What follows belongs to an exercise in optimizing a design on an open flow for small area, a short achievable clock period and few clock cycles per item; a production flow would make more cautious choices. Function not checked in this run: the RTL went through the layout flow alone.

==> flow/design.v <==
module cordic_vec_top (
    input  logic clk,
    input  logic rst_n,
    input  logic in_valid,
    output logic in_ready,
    input  logic signed [15:0] x_start,
    input  logic signed [15:0] y_start,
    output logic out_valid,
    input  logic out_ready,
    output logic signed [15:0] mag,
    output logic signed [31:0] theta
);
    logic k_v, o_v, adv;
    assign adv = ~k_v;
    assign in_ready = adv;
    logic o_en;
    assign o_en = ~o_v | out_ready;
    logic [15:0] s0_x, s0_y;
    logic s0_v;
    always_ff @(posedge clk) if (adv) begin s0_x <= x_start; s0_y <= y_start; end
    logic xneg, yneg, xz, yz, sflip;
    logic [16:0] pa, pb;
    assign xneg = s0_x[15]; assign yneg = s0_y[15];
    assign xz = (s0_x == 16'd0); assign yz = (s0_y == 16'd0);
    assign pa = xneg ? (17'd0 - {1'b1, s0_x}) : {1'b0, s0_x};
    assign pb = yneg ? (17'd0 - {1'b1, s0_y}) : {1'b0, s0_y};
    assign sflip = (~xneg & ~xz & ~yneg) | (xneg & (yneg | yz));
    logic [16:0] x_1;
    logic [15:0] y_1;
    logic d_0;
    logic [1:0] q0;
    assign x_1 = pa + pb;
    assign y_1 = sflip ? (pb[15:0] - pa[15:0]) : (pa[15:0] - pb[15:0]);
    assign d_0 = (~xneg & ~xz & yneg) | (xneg & ~yneg & ~yz);
    assign q0 = xz ? {yneg, 1'b1} : (xneg ? 2'b10 : 2'b00);
    logic s1_v;
    logic [16:0] s1_x;
    logic [0:0] s1_d;
    logic [1:0] s1_q;
    logic [15:0] s1_y;
    always_ff @(posedge clk) if (adv) begin s1_x <= x_1; s1_d <= {d_0}; s1_q <= q0; s1_y <= y_1; end
    logic d_1;
    assign d_1 = s1_y[15];
    logic [16:0] x_2;
    logic signed [16:0] ysh_1;
    assign ysh_1 = $signed({{1{s1_y[15]}}, s1_y}) >>> 1;
    assign x_2 = s1_x + (ysh_1 ^ {17{d_1}}) + {16'd0, d_1};
    logic [15:0] xsh_1, y_2;
    assign xsh_1 = 16'(s1_x >> 1);
    assign y_2 = s1_y[15:0] + (xsh_1 ^ {16{~d_1}}) + {15'd0, ~d_1};
    logic s2_v;
    logic [16:0] s2_x;
    logic [1:0] s2_d;
    logic [1:0] s2_q;
    logic [15:0] s2_y;
    always_ff @(posedge clk) if (adv) begin s2_x <= x_2; s2_d <= {d_1, s1_d[0]}; s2_q <= s1_q; s2_y <= y_2; end
    logic d_2;
    assign d_2 = s2_y[15];
    logic [16:0] x_3;
    logic signed [16:0] ysh_2;
    assign ysh_2 = $signed({{1{s2_y[15]}}, s2_y}) >>> 2;
    assign x_3 = s2_x + (ysh_2 ^ {17{d_2}}) + {16'd0, d_2};
    logic [14:0] xsh_2, y_3;
    assign xsh_2 = 15'(s2_x >> 2);
    assign y_3 = s2_y[14:0] + (xsh_2 ^ {15{~d_2}}) + {14'd0, ~d_2};
    logic s3_v;
    logic [16:0] s3_x;
    logic [2:0] s3_d;
    logic [1:0] s3_q;
    logic [14:0] s3_y;
    always_ff @(posedge clk) if (adv) begin s3_x <= x_3; s3_d <= {d_2, s2_d[1], s2_d[0]}; s3_q <= s2_q; s3_y <= y_3; end
    logic d_3;
    assign d_3 = s3_y[14];
    logic [16:0] x_4;
    logic signed [16:0] ysh_3;
    assign ysh_3 = $signed({{2{s3_y[14]}}, s3_y}) >>> 3;
    assign x_4 = s3_x + (ysh_3 ^ {17{d_3}}) + {16'd0, d_3};
    logic [13:0] xsh_3, y_4;
    assign xsh_3 = 14'(s3_x >> 3);
    assign y_4 = s3_y[13:0] + (xsh_3 ^ {14{~d_3}}) + {13'd0, ~d_3};
    logic s4_v;
    logic [16:0] s4_x;
    logic [3:0] s4_d;
    logic [1:0] s4_q;
    logic [13:0] s4_y;
    always_ff @(posedge clk) if (adv) begin s4_x <= x_4; s4_d <= {d_3, s3_d[2], s3_d[1], s3_d[0]}; s4_q <= s3_q; s4_y <= y_4; end
    logic d_4;
    assign d_4 = s4_y[13];
    logic [16:0] x_5;
    logic signed [16:0] ysh_4;
    assign ysh_4 = $signed({{3{s4_y[13]}}, s4_y}) >>> 4;
    assign x_5 = s4_x + (ysh_4 ^ {17{d_4}}) + {16'd0, d_4};
    logic [13:0] xsh_4, y_5;
    assign xsh_4 = 14'(s4_x >> 4);
    assign y_5 = s4_y[13:0] + (xsh_4 ^ {14{~d_4}}) + {13'd0, ~d_4};
    logic s5_v;
    logic [16:0] s5_x;
    logic [4:0] s5_d;
    logic [1:0] s5_q;
    logic [13:0] s5_y;
    always_ff @(posedge clk) if (adv) begin s5_x <= x_5; s5_d <= {d_4, s4_d[3], s4_d[2], s4_d[1], s4_d[0]}; s5_q <= s4_q; s5_y <= y_5; end
    logic d_5;
    assign d_5 = s5_y[13];
    logic [16:0] x_6;
    logic signed [16:0] ysh_5;
    assign ysh_5 = $signed({{3{s5_y[13]}}, s5_y}) >>> 5;
    assign x_6 = s5_x + (ysh_5 ^ {17{d_5}}) + {16'd0, d_5};
    logic [12:0] xsh_5, y_6;
    assign xsh_5 = 13'(s5_x >> 5);
    assign y_6 = s5_y[12:0] + (xsh_5 ^ {13{~d_5}}) + {12'd0, ~d_5};
    logic s6_v;
    logic [16:0] s6_x;
    logic [5:0] s6_d;
    logic [1:0] s6_q;
    logic [12:0] s6_y;
    always_ff @(posedge clk) if (adv) begin s6_x <= x_6; s6_d <= {d_5, s5_d[4], s5_d[3], s5_d[2], s5_d[1], s5_d[0]}; s6_q <= s5_q; s6_y <= y_6; end
    logic d_6;
    assign d_6 = s6_y[12];
    logic [16:0] x_7;
    logic signed [16:0] ysh_6;
    assign ysh_6 = $signed({{4{s6_y[12]}}, s6_y}) >>> 6;
    assign x_7 = s6_x + (ysh_6 ^ {17{d_6}}) + {16'd0, d_6};
    logic [11:0] xsh_6, y_7;
    assign xsh_6 = 12'(s6_x >> 6);
    assign y_7 = s6_y[11:0] + (xsh_6 ^ {12{~d_6}}) + {11'd0, ~d_6};
    logic d_7;
    assign d_7 = y_7[11];
    logic [16:0] x_8;
    logic signed [16:0] ysh_7;
    assign ysh_7 = $signed({{5{y_7[11]}}, y_7}) >>> 7;
    assign x_8 = x_7 + (ysh_7 ^ {17{d_7}}) + {16'd0, d_7};
    logic [10:0] xsh_7, y_8;
    assign xsh_7 = 11'(x_7 >> 7);
    assign y_8 = y_7[10:0] + (xsh_7 ^ {11{~d_7}}) + {10'd0, ~d_7};
    logic s7_v;
    logic [16:0] s7_x;
    logic [7:0] s7_d;
    logic [1:0] s7_q;
    logic [10:0] s7_y;
    always_ff @(posedge clk) if (adv) begin s7_x <= x_8; s7_d <= {d_7, d_6, s6_d[5], s6_d[4], s6_d[3], s6_d[2], s6_d[1], s6_d[0]}; s7_q <= s6_q; s7_y <= y_8; end
    logic d_8;
    assign d_8 = s7_y[10];
    logic [16:0] x_9;
    logic signed [16:0] ysh_8;
    assign ysh_8 = $signed({{6{s7_y[10]}}, s7_y}) >>> 8;
    assign x_9 = s7_x + (ysh_8 ^ {17{d_8}}) + {16'd0, d_8};
    logic [9:0] xsh_8, y_9;
    assign xsh_8 = 10'(s7_x >> 8);
    assign y_9 = s7_y[9:0] + (xsh_8 ^ {10{~d_8}}) + {9'd0, ~d_8};
    logic d_9;
    assign d_9 = y_9[9];
    logic [16:0] x_10;
    assign x_10 = x_9 + {16'd0, d_9};
    logic [8:0] xsh_9, y_10;
    assign xsh_9 = 9'(x_9 >> 9);
    assign y_10 = y_9[8:0] + (xsh_9 ^ {9{~d_9}}) + {8'd0, ~d_9};
    logic s8_v;
    logic [16:0] s8_x;
    logic [9:0] s8_d;
    logic [1:0] s8_q;
    logic [8:0] s8_y;
    always_ff @(posedge clk) if (adv) begin s8_x <= x_10; s8_d <= {d_9, d_8, s7_d[7], s7_d[6], s7_d[5], s7_d[4], s7_d[3], s7_d[2], s7_d[1], s7_d[0]}; s8_q <= s7_q; s8_y <= y_10; end
    logic d_10;
    assign d_10 = s8_y[8];
    logic [16:0] x_11;
    assign x_11 = s8_x + {16'd0, d_10};
    logic [7:0] xsh_10, y_11;
    assign xsh_10 = 8'(s8_x >> 10);
    assign y_11 = s8_y[7:0] + (xsh_10 ^ {8{~d_10}}) + {7'd0, ~d_10};
    logic d_11;
    assign d_11 = y_11[7];
    logic [16:0] x_12;
    assign x_12 = x_11 + {16'd0, d_11};
    logic [6:0] xsh_11, y_12;
    assign xsh_11 = 7'(x_11 >> 11);
    assign y_12 = y_11[6:0] + (xsh_11 ^ {7{~d_11}}) + {6'd0, ~d_11};
    logic d_12;
    assign d_12 = y_12[6];
    logic [16:0] x_13;
    assign x_13 = x_12 + {16'd0, d_12};
    logic [5:0] xsh_12, y_13;
    assign xsh_12 = 6'(x_12 >> 12);
    assign y_13 = y_12[5:0] + (xsh_12 ^ {6{~d_12}}) + {5'd0, ~d_12};
    logic s9_v;
    logic [16:0] s9_x;
    logic [12:0] s9_d;
    logic [1:0] s9_q;
    logic [5:0] s9_y;
    always_ff @(posedge clk) if (adv) begin s9_x <= x_13; s9_d <= {d_12, d_11, d_10, s8_d[9], s8_d[8], s8_d[7], s8_d[6], s8_d[5], s8_d[4], s8_d[3], s8_d[2], s8_d[1], s8_d[0]}; s9_q <= s8_q; s9_y <= y_13; end
    logic d_13;
    assign d_13 = s9_y[5];
    logic [16:0] x_14;
    assign x_14 = s9_x + {16'd0, d_13};
    logic [4:0] xsh_13, y_14;
    assign xsh_13 = 5'(s9_x >> 13);
    assign y_14 = s9_y[4:0] + (xsh_13 ^ {5{~d_13}}) + {4'd0, ~d_13};
    logic d_14;
    assign d_14 = y_14[4];
    logic [16:0] x_15;
    assign x_15 = x_14 + {16'd0, d_14};
    logic [4:0] xsh_14, y_15;
    assign xsh_14 = 5'(x_14 >> 14);
    assign y_15 = y_14[4:0] + (xsh_14 ^ {5{~d_14}}) + {4'd0, ~d_14};
    logic d_15;
    assign d_15 = y_15[4];
    logic [16:0] x_16;
    assign x_16 = x_15 + {16'd0, d_15};
    logic s10_v;
    logic [16:0] s10_x;
    logic [15:0] s10_d;
    logic [1:0] s10_q;
    always_ff @(posedge clk) if (adv) begin s10_x <= x_16; s10_d <= {d_15, d_14, d_13, s9_d[12], s9_d[11], s9_d[10], s9_d[9], s9_d[8], s9_d[7], s9_d[6], s9_d[5], s9_d[4], s9_d[3], s9_d[2], s9_d[1], s9_d[0]}; s10_q <= s9_q; end
    wire mc_1;
    wire mc_2;
    assign mc_1 = s10_x[8] ^ ~s10_x[0];
    assign mc_2 = s10_x[8] & ~s10_x[0];
    wire mc_3;
    wire mc_4;
    assign mc_3 = s10_x[9] ^ ~s10_x[1];
    assign mc_4 = s10_x[9] & ~s10_x[1];
    wire mc_5;
    wire mc_6;
    assign mc_5 = s10_x[10] ^ ~s10_x[2];
    assign mc_6 = s10_x[10] & ~s10_x[2];
    wire mc_7;
    wire mc_8;
    assign mc_7 = s10_x[0] ^ s10_x[11] ^ ~s10_x[3];
    assign mc_8 = (s10_x[0] & s10_x[11]) | (s10_x[0] & ~s10_x[3]) | (s10_x[11] & ~s10_x[3]);
    wire mc_9;
    wire mc_10;
    assign mc_9 = s10_x[1] ^ s10_x[12] ^ ~s10_x[4];
    assign mc_10 = (s10_x[1] & s10_x[12]) | (s10_x[1] & ~s10_x[4]) | (s10_x[12] & ~s10_x[4]);
    wire mc_11;
    wire mc_12;
    assign mc_11 = s10_x[0] ^ s10_x[2] ^ s10_x[13];
    assign mc_12 = (s10_x[0] & s10_x[2]) | (s10_x[0] & s10_x[13]) | (s10_x[2] & s10_x[13]);
    wire mc_13;
    wire mc_14;
    assign mc_13 = ~s10_x[5] ^ ~s10_x[8];
    assign mc_14 = ~s10_x[5] & ~s10_x[8];
    wire mc_15;
    wire mc_16;
    assign mc_15 = s10_x[1] ^ s10_x[3] ^ s10_x[14];
    assign mc_16 = (s10_x[1] & s10_x[3]) | (s10_x[1] & s10_x[14]) | (s10_x[3] & s10_x[14]);
    wire mc_17;
    wire mc_18;
    assign mc_17 = ~s10_x[6] ^ ~s10_x[9] ^ ~s10_x[12];
    assign mc_18 = (~s10_x[6] & ~s10_x[9]) | (~s10_x[6] & ~s10_x[12]) | (~s10_x[9] & ~s10_x[12]);
    wire mc_19;
    wire mc_20;
    assign mc_19 = s10_x[2] ^ s10_x[4] ^ s10_x[15];
    assign mc_20 = (s10_x[2] & s10_x[4]) | (s10_x[2] & s10_x[15]) | (s10_x[4] & s10_x[15]);
    wire mc_21;
    wire mc_22;
    assign mc_21 = ~s10_x[7] ^ ~s10_x[10] ^ ~s10_x[13];
    assign mc_22 = (~s10_x[7] & ~s10_x[10]) | (~s10_x[7] & ~s10_x[13]) | (~s10_x[10] & ~s10_x[13]);
    wire mc_23;
    wire mc_24;
    assign mc_23 = s10_x[3] ^ s10_x[5] ^ s10_x[16];
    assign mc_24 = (s10_x[3] & s10_x[5]) | (s10_x[3] & s10_x[16]) | (s10_x[5] & s10_x[16]);
    wire mc_25;
    wire mc_26;
    assign mc_25 = ~s10_x[8] ^ ~s10_x[11] ^ ~s10_x[14];
    assign mc_26 = (~s10_x[8] & ~s10_x[11]) | (~s10_x[8] & ~s10_x[14]) | (~s10_x[11] & ~s10_x[14]);
    wire mc_27;
    wire mc_28;
    assign mc_27 = s10_x[4] ^ s10_x[6] ^ ~s10_x[9];
    assign mc_28 = (s10_x[4] & s10_x[6]) | (s10_x[4] & ~s10_x[9]) | (s10_x[6] & ~s10_x[9]);
    wire mc_29;
    wire mc_30;
    assign mc_29 = ~s10_x[12] ^ ~s10_x[15];
    assign mc_30 = ~s10_x[12] & ~s10_x[15];
    wire mc_31;
    wire mc_32;
    assign mc_31 = s10_x[5] ^ s10_x[7] ^ ~s10_x[10];
    assign mc_32 = (s10_x[5] & s10_x[7]) | (s10_x[5] & ~s10_x[10]) | (s10_x[7] & ~s10_x[10]);
    wire mc_33;
    wire mc_34;
    assign mc_33 = ~s10_x[13] ^ ~s10_x[16];
    assign mc_34 = ~s10_x[13] & ~s10_x[16];
    wire mc_35;
    wire mc_36;
    assign mc_35 = s10_x[6] ^ s10_x[8] ^ ~s10_x[11];
    assign mc_36 = (s10_x[6] & s10_x[8]) | (s10_x[6] & ~s10_x[11]) | (s10_x[8] & ~s10_x[11]);
    wire mc_37;
    wire mc_38;
    assign mc_37 = ~s10_x[14] ^ 1'b1;
    assign mc_38 = ~s10_x[14] & 1'b1;
    wire mc_39;
    wire mc_40;
    assign mc_39 = s10_x[7] ^ s10_x[9] ^ ~s10_x[12];
    assign mc_40 = (s10_x[7] & s10_x[9]) | (s10_x[7] & ~s10_x[12]) | (s10_x[9] & ~s10_x[12]);
    wire mc_41;
    wire mc_42;
    assign mc_41 = ~s10_x[15] ^ 1'b1;
    assign mc_42 = ~s10_x[15] & 1'b1;
    wire mc_43;
    wire mc_44;
    assign mc_43 = s10_x[8] ^ s10_x[10] ^ ~s10_x[13];
    assign mc_44 = (s10_x[8] & s10_x[10]) | (s10_x[8] & ~s10_x[13]) | (s10_x[10] & ~s10_x[13]);
    wire mc_45;
    wire mc_46;
    assign mc_45 = ~s10_x[16] ^ 1'b1;
    assign mc_46 = ~s10_x[16] & 1'b1;
    wire mc_47;
    wire mc_48;
    assign mc_47 = s10_x[9] ^ s10_x[11];
    assign mc_48 = s10_x[9] & s10_x[11];
    wire mc_49;
    wire mc_50;
    assign mc_49 = s10_x[10] ^ s10_x[12];
    assign mc_50 = s10_x[10] & s10_x[12];
    wire mc_51;
    wire mc_52;
    assign mc_51 = s10_x[11] ^ s10_x[13];
    assign mc_52 = s10_x[11] & s10_x[13];
    wire mc_53;
    wire mc_54;
    assign mc_53 = s10_x[5] ^ ~s10_x[0];
    assign mc_54 = s10_x[5] & ~s10_x[0];
    wire mc_55;
    wire mc_56;
    assign mc_55 = s10_x[6] ^ ~s10_x[1];
    assign mc_56 = s10_x[6] & ~s10_x[1];
    wire mc_57;
    wire mc_58;
    assign mc_57 = s10_x[7] ^ ~s10_x[2];
    assign mc_58 = s10_x[7] & ~s10_x[2];
    wire mc_59;
    wire mc_60;
    assign mc_59 = ~s10_x[3] ^ ~s10_x[6] ^ 1'b1;
    assign mc_60 = (~s10_x[3] & ~s10_x[6]) | (~s10_x[3] & 1'b1) | (~s10_x[6] & 1'b1);
    wire mc_61;
    wire mc_62;
    assign mc_61 = ~s10_x[4] ^ ~s10_x[7] ^ mc_3;
    assign mc_62 = (~s10_x[4] & ~s10_x[7]) | (~s10_x[4] & mc_3) | (~s10_x[7] & mc_3);
    wire mc_63;
    wire mc_64;
    assign mc_63 = ~s10_x[5] ^ ~s10_x[8] ^ mc_5;
    assign mc_64 = (~s10_x[5] & ~s10_x[8]) | (~s10_x[5] & mc_5) | (~s10_x[8] & mc_5);
    wire mc_65;
    wire mc_66;
    assign mc_65 = ~s10_x[6] ^ ~s10_x[9] ^ mc_7;
    assign mc_66 = (~s10_x[6] & ~s10_x[9]) | (~s10_x[6] & mc_7) | (~s10_x[9] & mc_7);
    wire mc_67;
    wire mc_68;
    assign mc_67 = ~s10_x[7] ^ ~s10_x[10] ^ mc_9;
    assign mc_68 = (~s10_x[7] & ~s10_x[10]) | (~s10_x[7] & mc_9) | (~s10_x[10] & mc_9);
    wire mc_69;
    wire mc_70;
    assign mc_69 = ~s10_x[11] ^ mc_11 ^ mc_13;
    assign mc_70 = (~s10_x[11] & mc_11) | (~s10_x[11] & mc_13) | (mc_11 & mc_13);
    wire mc_71;
    wire mc_72;
    assign mc_71 = mc_15 ^ mc_17 ^ mc_12;
    assign mc_72 = (mc_15 & mc_17) | (mc_15 & mc_12) | (mc_17 & mc_12);
    wire mc_73;
    wire mc_74;
    assign mc_73 = mc_19 ^ mc_21 ^ mc_16;
    assign mc_74 = (mc_19 & mc_21) | (mc_19 & mc_16) | (mc_21 & mc_16);
    wire mc_75;
    wire mc_76;
    assign mc_75 = mc_23 ^ mc_25 ^ mc_20;
    assign mc_76 = (mc_23 & mc_25) | (mc_23 & mc_20) | (mc_25 & mc_20);
    wire mc_77;
    wire mc_78;
    assign mc_77 = mc_27 ^ mc_29 ^ mc_24;
    assign mc_78 = (mc_27 & mc_29) | (mc_27 & mc_24) | (mc_29 & mc_24);
    wire mc_79;
    wire mc_80;
    assign mc_79 = mc_31 ^ mc_33 ^ mc_28;
    assign mc_80 = (mc_31 & mc_33) | (mc_31 & mc_28) | (mc_33 & mc_28);
    wire mc_81;
    wire mc_82;
    assign mc_81 = mc_35 ^ mc_37 ^ mc_32;
    assign mc_82 = (mc_35 & mc_37) | (mc_35 & mc_32) | (mc_37 & mc_32);
    wire mc_83;
    wire mc_84;
    assign mc_83 = mc_39 ^ mc_41 ^ mc_36;
    assign mc_84 = (mc_39 & mc_41) | (mc_39 & mc_36) | (mc_41 & mc_36);
    wire mc_85;
    wire mc_86;
    assign mc_85 = mc_43 ^ mc_45 ^ mc_40;
    assign mc_86 = (mc_43 & mc_45) | (mc_43 & mc_40) | (mc_45 & mc_40);
    wire mc_87;
    wire mc_88;
    assign mc_87 = ~s10_x[14] ^ mc_47 ^ mc_44;
    assign mc_88 = (~s10_x[14] & mc_47) | (~s10_x[14] & mc_44) | (mc_47 & mc_44);
    wire mc_89;
    wire mc_90;
    assign mc_89 = ~s10_x[15] ^ 1'b1 ^ mc_49;
    assign mc_90 = (~s10_x[15] & 1'b1) | (~s10_x[15] & mc_49) | (1'b1 & mc_49);
    wire mc_91;
    wire mc_92;
    assign mc_91 = ~s10_x[16] ^ 1'b1 ^ mc_51;
    assign mc_92 = (~s10_x[16] & 1'b1) | (~s10_x[16] & mc_51) | (1'b1 & mc_51);
    wire mc_93;
    wire mc_94;
    assign mc_93 = s10_x[12] ^ s10_x[14];
    assign mc_94 = s10_x[12] & s10_x[14];
    wire mc_95;
    wire mc_96;
    assign mc_95 = s10_x[13] ^ s10_x[15];
    assign mc_96 = s10_x[13] & s10_x[15];
    wire mc_97;
    wire mc_98;
    assign mc_97 = s10_x[14] ^ s10_x[16];
    assign mc_98 = s10_x[14] & s10_x[16];
    wire mc_99;
    wire mc_100;
    assign mc_99 = s10_x[2] ^ ~s10_x[0];
    assign mc_100 = s10_x[2] & ~s10_x[0];
    wire mc_101;
    wire mc_102;
    assign mc_101 = s10_x[3] ^ ~s10_x[1];
    assign mc_102 = s10_x[3] & ~s10_x[1];
    wire mc_103;
    wire mc_104;
    assign mc_103 = s10_x[4] ^ ~s10_x[2];
    assign mc_104 = s10_x[4] & ~s10_x[2];
    wire mc_105;
    wire mc_106;
    assign mc_105 = ~s10_x[3] ^ 1'b1 ^ mc_53;
    assign mc_106 = (~s10_x[3] & 1'b1) | (~s10_x[3] & mc_53) | (1'b1 & mc_53);
    wire mc_107;
    wire mc_108;
    assign mc_107 = ~s10_x[4] ^ mc_55 ^ mc_54;
    assign mc_108 = (~s10_x[4] & mc_55) | (~s10_x[4] & mc_54) | (mc_55 & mc_54);
    wire mc_109;
    wire mc_110;
    assign mc_109 = ~s10_x[5] ^ mc_57 ^ mc_56;
    assign mc_110 = (~s10_x[5] & mc_57) | (~s10_x[5] & mc_56) | (mc_57 & mc_56);
    wire mc_111;
    wire mc_112;
    assign mc_111 = mc_1 ^ mc_59 ^ mc_58;
    assign mc_112 = (mc_1 & mc_59) | (mc_1 & mc_58) | (mc_59 & mc_58);
    wire mc_113;
    wire mc_114;
    assign mc_113 = mc_2 ^ mc_61 ^ mc_60;
    assign mc_114 = (mc_2 & mc_61) | (mc_2 & mc_60) | (mc_61 & mc_60);
    wire mc_115;
    wire mc_116;
    assign mc_115 = mc_4 ^ mc_63 ^ mc_62;
    assign mc_116 = (mc_4 & mc_63) | (mc_4 & mc_62) | (mc_63 & mc_62);
    wire mc_117;
    wire mc_118;
    assign mc_117 = mc_6 ^ mc_65 ^ mc_64;
    assign mc_118 = (mc_6 & mc_65) | (mc_6 & mc_64) | (mc_65 & mc_64);
    wire mc_119;
    wire mc_120;
    assign mc_119 = mc_8 ^ mc_67 ^ mc_66;
    assign mc_120 = (mc_8 & mc_67) | (mc_8 & mc_66) | (mc_67 & mc_66);
    wire mc_121;
    wire mc_122;
    assign mc_121 = mc_10 ^ mc_69 ^ mc_68;
    assign mc_122 = (mc_10 & mc_69) | (mc_10 & mc_68) | (mc_69 & mc_68);
    wire mc_123;
    wire mc_124;
    assign mc_123 = mc_14 ^ mc_71 ^ mc_70;
    assign mc_124 = (mc_14 & mc_71) | (mc_14 & mc_70) | (mc_71 & mc_70);
    wire mc_125;
    wire mc_126;
    assign mc_125 = mc_18 ^ mc_73 ^ mc_72;
    assign mc_126 = (mc_18 & mc_73) | (mc_18 & mc_72) | (mc_73 & mc_72);
    wire mc_127;
    wire mc_128;
    assign mc_127 = mc_22 ^ mc_75 ^ mc_74;
    assign mc_128 = (mc_22 & mc_75) | (mc_22 & mc_74) | (mc_75 & mc_74);
    wire mc_129;
    wire mc_130;
    assign mc_129 = mc_26 ^ mc_77 ^ mc_76;
    assign mc_130 = (mc_26 & mc_77) | (mc_26 & mc_76) | (mc_77 & mc_76);
    wire mc_131;
    wire mc_132;
    assign mc_131 = mc_30 ^ mc_79 ^ mc_78;
    assign mc_132 = (mc_30 & mc_79) | (mc_30 & mc_78) | (mc_79 & mc_78);
    wire mc_133;
    wire mc_134;
    assign mc_133 = mc_34 ^ mc_81 ^ mc_80;
    assign mc_134 = (mc_34 & mc_81) | (mc_34 & mc_80) | (mc_81 & mc_80);
    wire mc_135;
    wire mc_136;
    assign mc_135 = mc_38 ^ mc_83 ^ mc_82;
    assign mc_136 = (mc_38 & mc_83) | (mc_38 & mc_82) | (mc_83 & mc_82);
    wire mc_137;
    wire mc_138;
    assign mc_137 = mc_42 ^ mc_85 ^ mc_84;
    assign mc_138 = (mc_42 & mc_85) | (mc_42 & mc_84) | (mc_85 & mc_84);
    wire mc_139;
    wire mc_140;
    assign mc_139 = mc_46 ^ mc_87 ^ mc_86;
    assign mc_140 = (mc_46 & mc_87) | (mc_46 & mc_86) | (mc_87 & mc_86);
    wire mc_141;
    wire mc_142;
    assign mc_141 = mc_48 ^ mc_89 ^ mc_88;
    assign mc_142 = (mc_48 & mc_89) | (mc_48 & mc_88) | (mc_89 & mc_88);
    wire mc_143;
    wire mc_144;
    assign mc_143 = mc_50 ^ mc_91 ^ mc_90;
    assign mc_144 = (mc_50 & mc_91) | (mc_50 & mc_90) | (mc_91 & mc_90);
    wire mc_145;
    wire mc_146;
    assign mc_145 = mc_52 ^ mc_93 ^ mc_92;
    assign mc_146 = (mc_52 & mc_93) | (mc_52 & mc_92) | (mc_93 & mc_92);
    wire mc_147;
    wire mc_148;
    assign mc_147 = 1'b1 ^ mc_95 ^ mc_94;
    assign mc_148 = (1'b1 & mc_95) | (1'b1 & mc_94) | (mc_95 & mc_94);
    wire mc_149;
    wire mc_150;
    assign mc_149 = 1'b1 ^ mc_97 ^ mc_96;
    assign mc_150 = (1'b1 & mc_97) | (1'b1 & mc_96) | (mc_97 & mc_96);
    wire mc_151;
    wire mc_152;
    assign mc_151 = s10_x[15] ^ 1'b1 ^ mc_98;
    assign mc_152 = (s10_x[15] & 1'b1) | (s10_x[15] & mc_98) | (1'b1 & mc_98);
    wire mc_153;
    wire mc_154;
    assign mc_153 = s10_x[16] ^ 1'b1;
    assign mc_154 = s10_x[16] & 1'b1;
    logic [31:0] zt0;
    always_comb case ({~s10_d[3], ~s10_d[2], ~s10_d[1], ~s10_d[0]})
        4'd0: zt0 = 32'hb8f830b3;
        4'd1: zt0 = 32'hf8f830b3;
        4'd2: zt0 = 32'hdec03aed;
        4'd3: zt0 = 32'h1ec03aed;
        4'd4: zt0 = 32'hcceea169;
        4'd5: zt0 = 32'hceea169;
        4'd6: zt0 = 32'hf2b6aba3;
        4'd7: zt0 = 32'h32b6aba3;
        4'd8: zt0 = 32'hc31a545b;
        4'd9: zt0 = 32'h31a545b;
        4'd10: zt0 = 32'he8e25e95;
        4'd11: zt0 = 32'h28e25e95;
        4'd12: zt0 = 32'hd710c511;
        4'd13: zt0 = 32'h1710c511;
        4'd14: zt0 = 32'hfcd8cf4b;
        4'd15: zt0 = 32'h3cd8cf4b;
    endcase
    logic [27:0] zt1;
    always_comb case ({~s10_d[7], ~s10_d[6], ~s10_d[5], ~s10_d[4]})
        4'd0: zt1 = 28'h0;
        4'd1: zt1 = 28'h5161a86;
        4'd2: zt1 = 28'h28aefc2;
        4'd3: zt1 = 28'h7a10a48;
        4'd4: zt1 = 28'h145d83c;
        4'd5: zt1 = 28'h65bf2c2;
        4'd6: zt1 = 28'h3d0c7fe;
        4'd7: zt1 = 28'h8e6e284;
        4'd8: zt1 = 28'ha3e2aa;
        4'd9: zt1 = 28'h5b9fd30;
        4'd10: zt1 = 28'h32ed26c;
        4'd11: zt1 = 28'h844ecf2;
        4'd12: zt1 = 28'h1e9bae6;
        4'd13: zt1 = 28'h6ffd56c;
        4'd14: zt1 = 28'h474aaa8;
        4'd15: zt1 = 28'h98ac52e;
    endcase
    logic [23:0] zt2;
    always_comb case ({~s10_d[11], ~s10_d[10], ~s10_d[9], ~s10_d[8]})
        4'd0: zt2 = 24'h0;
        4'd1: zt2 = 24'h51f2a6;
        4'd2: zt2 = 24'h28fcdc;
        4'd3: zt2 = 24'h7aef82;
        4'd4: zt2 = 24'h14f990;
        4'd5: zt2 = 24'h66ec36;
        4'd6: zt2 = 24'h3df66c;
        4'd7: zt2 = 24'h8fe912;
        4'd8: zt2 = 24'ha7cc8;
        4'd9: zt2 = 24'h5c6f6e;
        4'd10: zt2 = 24'h3379a4;
        4'd11: zt2 = 24'h856c4a;
        4'd12: zt2 = 24'h1f7658;
        4'd13: zt2 = 24'h7168fe;
        4'd14: zt2 = 24'h487334;
        4'd15: zt2 = 24'h9a65da;
    endcase
    logic [19:0] zt3;
    always_comb case ({~s10_d[15], ~s10_d[14], ~s10_d[13], ~s10_d[12]})
        4'd0: zt3 = 20'h0;
        4'd1: zt3 = 20'h53e64;
        4'd2: zt3 = 20'h29f32;
        4'd3: zt3 = 20'h7dd96;
        4'd4: zt3 = 20'h14f98;
        4'd5: zt3 = 20'h68dfc;
        4'd6: zt3 = 20'h3eeca;
        4'd7: zt3 = 20'h92d2e;
        4'd8: zt3 = 20'ha7cc;
        4'd9: zt3 = 20'h5e630;
        4'd10: zt3 = 20'h346fe;
        4'd11: zt3 = 20'h88562;
        4'd12: zt3 = 20'h1f764;
        4'd13: zt3 = 20'h735c8;
        4'd14: zt3 = 20'h49696;
        4'd15: zt3 = 20'h9d4fa;
    endcase
    wire zc_1;
    wire zc_2;
    assign zc_1 = zt0[0] ^ zt1[0];
    assign zc_2 = zt0[0] & zt1[0];
    wire zc_3;
    wire zc_4;
    assign zc_3 = zt0[1] ^ zt1[1] ^ zt2[1];
    assign zc_4 = (zt0[1] & zt1[1]) | (zt0[1] & zt2[1]) | (zt1[1] & zt2[1]);
    wire zc_5;
    wire zc_6;
    assign zc_5 = zt0[2] ^ zt1[2] ^ zt2[2];
    assign zc_6 = (zt0[2] & zt1[2]) | (zt0[2] & zt2[2]) | (zt1[2] & zt2[2]);
    wire zc_7;
    wire zc_8;
    assign zc_7 = zt0[3] ^ zt1[3] ^ zt2[3];
    assign zc_8 = (zt0[3] & zt1[3]) | (zt0[3] & zt2[3]) | (zt1[3] & zt2[3]);
    wire zc_9;
    wire zc_10;
    assign zc_9 = zt0[4] ^ zt1[4] ^ zt2[4];
    assign zc_10 = (zt0[4] & zt1[4]) | (zt0[4] & zt2[4]) | (zt1[4] & zt2[4]);
    wire zc_11;
    wire zc_12;
    assign zc_11 = zt0[5] ^ zt1[5] ^ zt2[5];
    assign zc_12 = (zt0[5] & zt1[5]) | (zt0[5] & zt2[5]) | (zt1[5] & zt2[5]);
    wire zc_13;
    wire zc_14;
    assign zc_13 = zt0[6] ^ zt1[6] ^ zt2[6];
    assign zc_14 = (zt0[6] & zt1[6]) | (zt0[6] & zt2[6]) | (zt1[6] & zt2[6]);
    wire zc_15;
    wire zc_16;
    assign zc_15 = zt0[7] ^ zt1[7] ^ zt2[7];
    assign zc_16 = (zt0[7] & zt1[7]) | (zt0[7] & zt2[7]) | (zt1[7] & zt2[7]);
    wire zc_17;
    wire zc_18;
    assign zc_17 = zt0[8] ^ zt1[8] ^ zt2[8];
    assign zc_18 = (zt0[8] & zt1[8]) | (zt0[8] & zt2[8]) | (zt1[8] & zt2[8]);
    wire zc_19;
    wire zc_20;
    assign zc_19 = zt0[9] ^ zt1[9] ^ zt2[9];
    assign zc_20 = (zt0[9] & zt1[9]) | (zt0[9] & zt2[9]) | (zt1[9] & zt2[9]);
    wire zc_21;
    wire zc_22;
    assign zc_21 = zt0[10] ^ zt1[10] ^ zt2[10];
    assign zc_22 = (zt0[10] & zt1[10]) | (zt0[10] & zt2[10]) | (zt1[10] & zt2[10]);
    wire zc_23;
    wire zc_24;
    assign zc_23 = zt0[11] ^ zt1[11] ^ zt2[11];
    assign zc_24 = (zt0[11] & zt1[11]) | (zt0[11] & zt2[11]) | (zt1[11] & zt2[11]);
    wire zc_25;
    wire zc_26;
    assign zc_25 = zt0[12] ^ zt1[12] ^ zt2[12];
    assign zc_26 = (zt0[12] & zt1[12]) | (zt0[12] & zt2[12]) | (zt1[12] & zt2[12]);
    wire zc_27;
    wire zc_28;
    assign zc_27 = zt0[13] ^ zt1[13] ^ zt2[13];
    assign zc_28 = (zt0[13] & zt1[13]) | (zt0[13] & zt2[13]) | (zt1[13] & zt2[13]);
    wire zc_29;
    wire zc_30;
    assign zc_29 = zt0[14] ^ zt1[14] ^ zt2[14];
    assign zc_30 = (zt0[14] & zt1[14]) | (zt0[14] & zt2[14]) | (zt1[14] & zt2[14]);
    wire zc_31;
    wire zc_32;
    assign zc_31 = zt0[15] ^ zt1[15] ^ zt2[15];
    assign zc_32 = (zt0[15] & zt1[15]) | (zt0[15] & zt2[15]) | (zt1[15] & zt2[15]);
    wire zc_33;
    wire zc_34;
    assign zc_33 = zt0[16] ^ zt1[16] ^ zt2[16];
    assign zc_34 = (zt0[16] & zt1[16]) | (zt0[16] & zt2[16]) | (zt1[16] & zt2[16]);
    wire zc_35;
    wire zc_36;
    assign zc_35 = zt0[17] ^ zt1[17] ^ zt2[17];
    assign zc_36 = (zt0[17] & zt1[17]) | (zt0[17] & zt2[17]) | (zt1[17] & zt2[17]);
    wire zc_37;
    wire zc_38;
    assign zc_37 = zt0[18] ^ zt1[18] ^ zt2[18];
    assign zc_38 = (zt0[18] & zt1[18]) | (zt0[18] & zt2[18]) | (zt1[18] & zt2[18]);
    wire zc_39;
    wire zc_40;
    assign zc_39 = zt0[19] ^ zt1[19] ^ zt2[19];
    assign zc_40 = (zt0[19] & zt1[19]) | (zt0[19] & zt2[19]) | (zt1[19] & zt2[19]);
    wire zc_41;
    wire zc_42;
    assign zc_41 = zt0[20] ^ zt1[20];
    assign zc_42 = zt0[20] & zt1[20];
    wire zc_43;
    wire zc_44;
    assign zc_43 = zt0[21] ^ zt1[21];
    assign zc_44 = zt0[21] & zt1[21];
    wire zc_45;
    wire zc_46;
    assign zc_45 = zt0[22] ^ zt1[22];
    assign zc_46 = zt0[22] & zt1[22];
    wire zc_47;
    wire zc_48;
    assign zc_47 = zt0[23] ^ zt1[23];
    assign zc_48 = zt0[23] & zt1[23];
    wire zc_49;
    wire zc_50;
    assign zc_49 = zt2[0] ^ zt3[0];
    assign zc_50 = zt2[0] & zt3[0];
    wire zc_51;
    wire zc_52;
    assign zc_51 = zt3[1] ^ zc_3 ^ zc_2;
    assign zc_52 = (zt3[1] & zc_3) | (zt3[1] & zc_2) | (zc_3 & zc_2);
    wire zc_53;
    wire zc_54;
    assign zc_53 = zt3[2] ^ zc_5 ^ zc_4;
    assign zc_54 = (zt3[2] & zc_5) | (zt3[2] & zc_4) | (zc_5 & zc_4);
    wire zc_55;
    wire zc_56;
    assign zc_55 = zt3[3] ^ zc_7 ^ zc_6;
    assign zc_56 = (zt3[3] & zc_7) | (zt3[3] & zc_6) | (zc_7 & zc_6);
    wire zc_57;
    wire zc_58;
    assign zc_57 = zt3[4] ^ zc_9 ^ zc_8;
    assign zc_58 = (zt3[4] & zc_9) | (zt3[4] & zc_8) | (zc_9 & zc_8);
    wire zc_59;
    wire zc_60;
    assign zc_59 = zt3[5] ^ zc_11 ^ zc_10;
    assign zc_60 = (zt3[5] & zc_11) | (zt3[5] & zc_10) | (zc_11 & zc_10);
    wire zc_61;
    wire zc_62;
    assign zc_61 = zt3[6] ^ zc_13 ^ zc_12;
    assign zc_62 = (zt3[6] & zc_13) | (zt3[6] & zc_12) | (zc_13 & zc_12);
    wire zc_63;
    wire zc_64;
    assign zc_63 = zt3[7] ^ zc_15 ^ zc_14;
    assign zc_64 = (zt3[7] & zc_15) | (zt3[7] & zc_14) | (zc_15 & zc_14);
    wire zc_65;
    wire zc_66;
    assign zc_65 = zt3[8] ^ zc_17 ^ zc_16;
    assign zc_66 = (zt3[8] & zc_17) | (zt3[8] & zc_16) | (zc_17 & zc_16);
    wire zc_67;
    wire zc_68;
    assign zc_67 = zt3[9] ^ zc_19 ^ zc_18;
    assign zc_68 = (zt3[9] & zc_19) | (zt3[9] & zc_18) | (zc_19 & zc_18);
    wire zc_69;
    wire zc_70;
    assign zc_69 = zt3[10] ^ zc_21 ^ zc_20;
    assign zc_70 = (zt3[10] & zc_21) | (zt3[10] & zc_20) | (zc_21 & zc_20);
    wire zc_71;
    wire zc_72;
    assign zc_71 = zt3[11] ^ zc_23 ^ zc_22;
    assign zc_72 = (zt3[11] & zc_23) | (zt3[11] & zc_22) | (zc_23 & zc_22);
    wire zc_73;
    wire zc_74;
    assign zc_73 = zt3[12] ^ zc_25 ^ zc_24;
    assign zc_74 = (zt3[12] & zc_25) | (zt3[12] & zc_24) | (zc_25 & zc_24);
    wire zc_75;
    wire zc_76;
    assign zc_75 = zt3[13] ^ zc_27 ^ zc_26;
    assign zc_76 = (zt3[13] & zc_27) | (zt3[13] & zc_26) | (zc_27 & zc_26);
    wire zc_77;
    wire zc_78;
    assign zc_77 = zt3[14] ^ zc_29 ^ zc_28;
    assign zc_78 = (zt3[14] & zc_29) | (zt3[14] & zc_28) | (zc_29 & zc_28);
    wire zc_79;
    wire zc_80;
    assign zc_79 = zt3[15] ^ zc_31 ^ zc_30;
    assign zc_80 = (zt3[15] & zc_31) | (zt3[15] & zc_30) | (zc_31 & zc_30);
    wire zc_81;
    wire zc_82;
    assign zc_81 = zt3[16] ^ zc_33 ^ zc_32;
    assign zc_82 = (zt3[16] & zc_33) | (zt3[16] & zc_32) | (zc_33 & zc_32);
    wire zc_83;
    wire zc_84;
    assign zc_83 = zt3[17] ^ zc_35 ^ zc_34;
    assign zc_84 = (zt3[17] & zc_35) | (zt3[17] & zc_34) | (zc_35 & zc_34);
    wire zc_85;
    wire zc_86;
    assign zc_85 = zt3[18] ^ zc_37 ^ zc_36;
    assign zc_86 = (zt3[18] & zc_37) | (zt3[18] & zc_36) | (zc_37 & zc_36);
    wire zc_87;
    wire zc_88;
    assign zc_87 = zt3[19] ^ zc_39 ^ zc_38;
    assign zc_88 = (zt3[19] & zc_39) | (zt3[19] & zc_38) | (zc_39 & zc_38);
    wire zc_89;
    wire zc_90;
    assign zc_89 = zt2[20] ^ zc_41 ^ zc_40;
    assign zc_90 = (zt2[20] & zc_41) | (zt2[20] & zc_40) | (zc_41 & zc_40);
    wire zc_91;
    wire zc_92;
    assign zc_91 = zt2[21] ^ zc_43 ^ zc_42;
    assign zc_92 = (zt2[21] & zc_43) | (zt2[21] & zc_42) | (zc_43 & zc_42);
    wire zc_93;
    wire zc_94;
    assign zc_93 = zt2[22] ^ zc_45 ^ zc_44;
    assign zc_94 = (zt2[22] & zc_45) | (zt2[22] & zc_44) | (zc_45 & zc_44);
    wire zc_95;
    wire zc_96;
    assign zc_95 = zt2[23] ^ zc_47 ^ zc_46;
    assign zc_96 = (zt2[23] & zc_47) | (zt2[23] & zc_46) | (zc_47 & zc_46);
    wire zc_97;
    wire zc_98;
    assign zc_97 = zt0[24] ^ zt1[24] ^ zc_48;
    assign zc_98 = (zt0[24] & zt1[24]) | (zt0[24] & zc_48) | (zt1[24] & zc_48);
    wire zc_99;
    wire zc_100;
    assign zc_99 = zt0[25] ^ zt1[25];
    assign zc_100 = zt0[25] & zt1[25];
    wire zc_101;
    wire zc_102;
    assign zc_101 = zt0[26] ^ zt1[26];
    assign zc_102 = zt0[26] & zt1[26];
    wire zc_103;
    wire zc_104;
    assign zc_103 = zt0[27] ^ zt1[27];
    assign zc_104 = zt0[27] & zt1[27];
    logic [30:0] mu, mv;
    logic [31:0] zu, zv;
    assign mu = {mc_153, mc_151, mc_149, mc_147, mc_145, mc_143, mc_141, mc_139, mc_137, mc_135, mc_133, mc_131, mc_129, mc_127, mc_125, mc_123, mc_121, mc_119, mc_117, mc_115, mc_113, mc_111, mc_109, mc_107, mc_105, mc_103, mc_101, 1'b1, s10_x[1], s10_x[0], 1'b0};
    assign mv = {mc_152, mc_150, mc_148, mc_146, mc_144, mc_142, mc_140, mc_138, mc_136, mc_134, mc_132, mc_130, mc_128, mc_126, mc_124, mc_122, mc_120, mc_118, mc_116, mc_114, mc_112, mc_110, mc_108, mc_106, mc_104, mc_102, mc_100, mc_99, 1'b0, 1'b0, 1'b0};
    assign zu = {zt0[31], zt0[30], zt0[29], zt0[28], zc_103, zc_101, zc_99, zc_97, zc_95, zc_93, zc_91, zc_89, zc_87, zc_85, zc_83, zc_81, zc_79, zc_77, zc_75, zc_73, zc_71, zc_69, zc_67, zc_65, zc_63, zc_61, zc_59, zc_57, zc_55, zc_53, zc_51, zc_1};
    assign zv = {s10_q[1], s10_q[0], 1'b0, zc_104, zc_102, zc_100, zc_98, zc_96, zc_94, zc_92, zc_90, zc_88, zc_86, zc_84, zc_82, zc_80, zc_78, zc_76, zc_74, zc_72, zc_70, zc_68, zc_66, zc_64, zc_62, zc_60, zc_58, zc_56, zc_54, zc_52, zc_50, zc_49};
    logic s11_v;
    logic [15:0] s11_mu, s11_mv;
    logic s11_mc;
    logic [31:0] s11_z;
    logic [15:0] mlo;
    assign mlo = {1'b0, mu[14:0]} + {1'b0, mv[14:0]};
    always_ff @(posedge clk) if (adv) begin s11_mu <= mu[30:15]; s11_mv <= mv[30:15]; s11_mc <= mlo[15]; s11_z <= zu + zv; end
    logic [15:0] f_mag;
    logic [31:0] f_theta;
    assign f_mag = s11_mu + s11_mv + {15'd0, s11_mc};
    assign f_theta = s11_z;
    always_ff @(posedge clk or negedge rst_n) begin
        if (!rst_n) begin
            s0_v <= 1'b0;
            s1_v <= 1'b0;
            s2_v <= 1'b0;
            s3_v <= 1'b0;
            s4_v <= 1'b0;
            s5_v <= 1'b0;
            s6_v <= 1'b0;
            s7_v <= 1'b0;
            s8_v <= 1'b0;
            s9_v <= 1'b0;
            s10_v <= 1'b0;
            s11_v <= 1'b0;
            k_v <= 1'b0;
            o_v <= 1'b0;
        end else begin
            if (adv) begin
                s0_v <= in_valid;
                s1_v <= s0_v;
                s2_v <= s1_v;
                s3_v <= s2_v;
                s4_v <= s3_v;
                s5_v <= s4_v;
                s6_v <= s5_v;
                s7_v <= s6_v;
                s8_v <= s7_v;
                s9_v <= s8_v;
                s10_v <= s9_v;
                s11_v <= s10_v;
            end
            k_v <= ~o_en & (k_v | s11_v);
            if (o_en) o_v <= k_v | s11_v;
        end
    end
    logic [15:0] k_mag, o_mag;
    logic [31:0] k_theta, o_theta;
    always_ff @(posedge clk) if (adv) begin k_mag <= f_mag; k_theta <= f_theta; end
    always_ff @(posedge clk) if (o_en) begin
        o_mag <= k_v ? k_mag : f_mag;
        o_theta <= k_v ? k_theta : f_theta;
    end
    assign out_valid = o_v;
    assign mag = o_mag;
    assign theta = o_theta;
endmodule
==> flow/run.sh <==
#!/bin/bash
# synth_recipe.tcl (not shown) runs the flow's synth.tcl, then flattens the netlist and writes it again
# the make line also repeats each setting of config.mk as NAME=value (left out here)
make -C /OpenROAD-flow-scripts/flow DESIGN_CONFIG=/design/flow/config.mk WORK_HOME=/design/flow/orfs CLKGATE_MAP_FILE= SYNTH_SCRIPT=/design/flow/synth_recipe.tcl finish
==> flow/config.mk <==
export PLATFORM = sky130hd
export DESIGN_NAME = cordic_vec_top
export DESIGN_NICKNAME = cordic_vec_top
export VERILOG_FILES = /design/flow/design.v
export SDC_FILE = /design/flow/constraint.sdc
export NUM_CORES = 4
export LEC_CHECK = 0
export CAP_MARGIN = 20
export CORE_MARGIN = 2
export CORE_UTILIZATION = 40
export SLEW_MARGIN = 20
==> flow/constraint.sdc <==
create_clock -name core_clock -period 9.0 [get_ports {clk}]
set_input_delay 1.8000 -clock core_clock [delete_from_list [all_inputs] [get_ports {clk}]]
set_output_delay 1.8000 -clock core_clock [all_outputs]
set_load 0.01 [all_outputs]
==> results.sh <==
export IMPL_status="complete, no violations"
export IMPL_antenna_found_initial=1
export IMPL_final_hold_violation_count=0
export IMPL_die_w_um=319
export IMPL_period_minus_slack_ns=6.15
export IMPL_remaining_drc_errors=0
export IMPL_gp_congestion=0.866
export IMPL_netlist_area_sq_mm=0.0398
export IMPL_wl_um=76800
export IMPL_grt_total_usage_pct=15.2
export IMPL_synth_cells=3617
export IMPL_dr_pass1_iters=5
export IMPL_detail_route_wl_per_cell_um=15.3
export IMPL_via_count=25300
export IMPL_chipHeight_um=319
export IMPL_yosysTopAreaCellShare_pct=38.9
export IMPL_clk_latency_ns=0.61
export IMPL_portBuffers=85
export IMPL_critPathMaxStageDelay_ns=0.64
export IMPL_tns_ns=0
export IMPL_top_regs="k_theta x32, o_theta x32, s11_z x31"
export IMPL_holdCritStartpoint="s4_d[0]$_DFFE_PN_"
export IMPL_synth_largest_area_cell="edfxtp_1"
export IMPL_reg2reg_depth=22
export IMPL_crit_type="flop to flop"
export IMPL_grt_overflow=0
export IMPL_setup_viol=0
export IMPL_hold_depth=0
export IMPL_critical_path_buf_inv_count=2
export IMPL_ys_ff_latch=577
export IMPL_synthTopCellsByCount="edfxtp_1, xnor2_1, ha_1, inv_1, a21oi_1"
export IMPL_drtAntennaViolNets=0
export IMPL_cts_buffers=66
export IMPL_die_area_sq_mm=0.102
export IMPL_cts_hold_buf=0
export IMPL_cp_data_required_time_ns=9.32
export IMPL_period_share_pct=68.3
export IMPL_syn_area_per_cell_sq_um=11.0
export IMPL_dp_hpwl_um=59100
export IMPL_grt_pass1_wl_um=128000
export IMPL_cp_depth=22
export IMPL_num_rows=115
export IMPL_synth_adder_area_share_pct=17.0
export IMPL_crit_path_end_kind="flop"
export IMPL_diodes=0
export IMPL_busiest_layer="met2"
export IMPL_critPathArrivalTime_ns=6.46
export IMPL_worst_r2r_startpoint="s8_y[8]$_DFFE_PN_"
export IMPL_use_met2_pct=25.9
export IMPL_synthToLayoutAreaGrowth_pct=11.1
export IMPL_drive_gt1_share_pct=6.19
export IMPL_crit_fanout=10
export IMPL_drv_cap=0
export IMPL_cts_max_level=3
export IMPL_rsz0062_at_grt="no"
export IMPL_cts_setup_buffers=0
export IMPL_holdWs_ns=0.410
export IMPL_root_buffer="clkbuf_16"
export IMPL_fmax_ghz=0.163
export IMPL_crit_path_cell_trace="ha_1 > ha_1 > nand4_1 > nor4_1 > xnor2_1 > xnor2_1 > inv_1 > fa_1 > nor2b_1 > nor3_1 > o21bai_1 > a21oi_1 > xnor3_1 > xor2_1 > inv_1 > ha_1 > and3_1 > nand2_1 > or4_1 > or2_1 > o32ai_1 > xnor2_1"
export IMPL_use_met3_pct=2.15
export IMPL_synth_xor_area_share_pct=13.0
export IMPL_synth_fp_nets=4124
export IMPL_maxSlewViolCount=0
export IMPL_skew_ns=0.0208
export IMPL_synth_area_leaders="edfxtp_1, ha_1, xnor2_1"
export IMPL_core_area_sq_mm=0.0984
export IMPL_fin_nets=4209
export IMPL_cts_sinks=577
export IMPL_synth_most_common_cell="edfxtp_1"
export IMPL_relSlewSlack_pct=29.1
export IMPL_synth_top_family_by_area="adder cells"
export IMPL_viasPerCell=5.03
export IMPL_post_cts_resized=0
export IMPL_worstMarginPinSlew_ns=1.04
export IMPL_slowest_stage="edfxtp_1"
export IMPL_drtIter0Drc=1407
export IMPL_grt_pass1_vias=24900
export IMPL_synth_compound_area_share_pct=11.9
export IMPL_grt_max_degree=86
export IMPL_cts_tree="built"
export IMPL_start_util_pct=40.4
export IMPL_hp_class="flop to flop"
export IMPL_synth_edf_count=515
export IMPL_cp_top_family="simple AND/OR/NAND/NOR gates"
export IMPL_critPathLaunchType="flop"
export IMPL_synth_simple_area_share_pct=9.44
export IMPL_synthFlopType="edfxtp_1"
export IMPL_ys_seq_area_share_pct=42.2
export IMPL_synth_cell_type_count=107
export IMPL_clk_pin_slew_ns=0.06
export IMPL_async_reset_ff_share_pct=2.43
export IMPL_yosys_warnings=1
export IMPL_ios=86
export IMPL_clock_path_buffers=3
export IMPL_synth_mux_area_share_pct=2.19
export IMPL_crit_path_start="s8_y[8]$_DFFE_PN_"
export IMPL_grt_use_met1_pct=20.3
==> logic make-up (layout without fill, tap and decap cells) <==
| logic type | count (synthesis) | after routing |
|---|---|---|
| and+or+nand+nor | 745 | 745 |
| muxes | 79 | 79 |
| buffers and inverters | 438 | 568 |
| DFF | 577 | 577 |
| xor gates and xnor gates | 585 | 585 |
| adders and majority gates | 472 | 472 |
| AOI/OAI and AO/OA | 721 | 721 |
==> cell type report <==
cell class	instances	area, sq um
repair buffers	104	1010
clock buffers	85	1830
multi-input cells	2602	21300
fillers	9168	54200
well taps	1287	1610
flip-flops and latches	577	16800
clock inverters	28	349
inverters	351	1320
==> cell usage in the layout (no fill, tap or decap), types with 18 or more instances in the layout <==
master / Yosys / layout
nor3_1: 50 / 50
ha_1: 354 / 354
edfxtp_1: 515 / 515
inv_1: 350 / 349
o21bai_1: 64 / 64
a21oi_1: 217 / 217
nand2b_1: 43 / 42
xor2_1: 206 / 206
and3_1: 29 / 29
buf_4: 4 / 18
and2_1: 28 / 28
nand4_1: 28 / 28
clkdlybuf4s50_1: 0 / 85
xnor2_1: 374 / 374
o21ai_0: 139 / 139
nand2_1: 176 / 176
dfxtp_1: 48 / 48
fa_1: 117 / 117
mux2_2: 55 / 55
nor2_1: 183 / 183
mux2i_1: 23 / 23
a21o_1: 75 / 75
o211ai_1: 23 / 23
o31ai_1: 21 / 21
clkbuf_16: 0 / 70
nand3_1: 68 / 68
nor2b_1: 37 / 37
or3_1: 18 / 18
o21a_1: 25 / 25
==> through the flow <==
| stage | area, sq um | setup slack, ns | utilization, % | instances |
|---|---|---|---|---|
| 4_1_cts | 44200 | 2.81 | 44.9 | 5033 |
| 3_5_place_dp | 42000 | 2.83 | 42.7 | 4920 |
| 2_1_floorplan | 39800 | 0.556 | - | 3617 |
| 5_1_grt | 44200 | 2.31 | 44.9 | 5034 |
| 3_3_place_gp | 42000 | 2.91 | 42.7 | 4920 |
| 6_report | 44200 | 2.85 | 44.9 | 5034 |
==> metal layers <==
metal,vias up,routed length (um)
met5,-,0
met4,0,1660
met3,111,2070
met2,279,36700
met1,12000,36400
li1,12900,-
==> worst paths after layout <==
| check | endpoint | slack, ns |
|---|---|---|
| worst max-delay path | s9_x[11]$_DFFE_PN_ | 2.85 |
| worst max register to register | s9_x[11]$_DFFE_PN_ | 2.85 |
| worst min-delay path | s5_d[0]$_DFFE_PN_ | 0.41 |
| min in group asynchronous | k_v$_DFF_PN0_ | 1.59 |
| max in group asynchronous | k_v$_DFF_PN0_ | 6.98 |
| worst min register to register | s5_d[0]$_DFFE_PN_ | 0.41 |

static timing again, ports no longer ideal:
The flow's constraints put no driver on any port. The routed layout listed below was extracted and timed again, unchanged, in two steps. Step 1 assumes that a clkbuf_16 drives the clock port and a buf_2 every other input. Step 2 also shifts input and output timing later by t, the mid clock arrival at the registers, as if the neighbouring blocks saw the same clock. Slacks: ideal / step 1 / step 2; pairs: ideal / step 1.
t (ns): 0.669
setup slack, ns: 2.854 / 2.854 / 2.854
clock arrival spread, ns: 0.026 / 0.027
pins driven straight from the clock port: 1
After both steps setup and hold are still met in this run. The setup slack of this run moves by 0.000 ns with the drivers and by 0.000 ns with both steps.
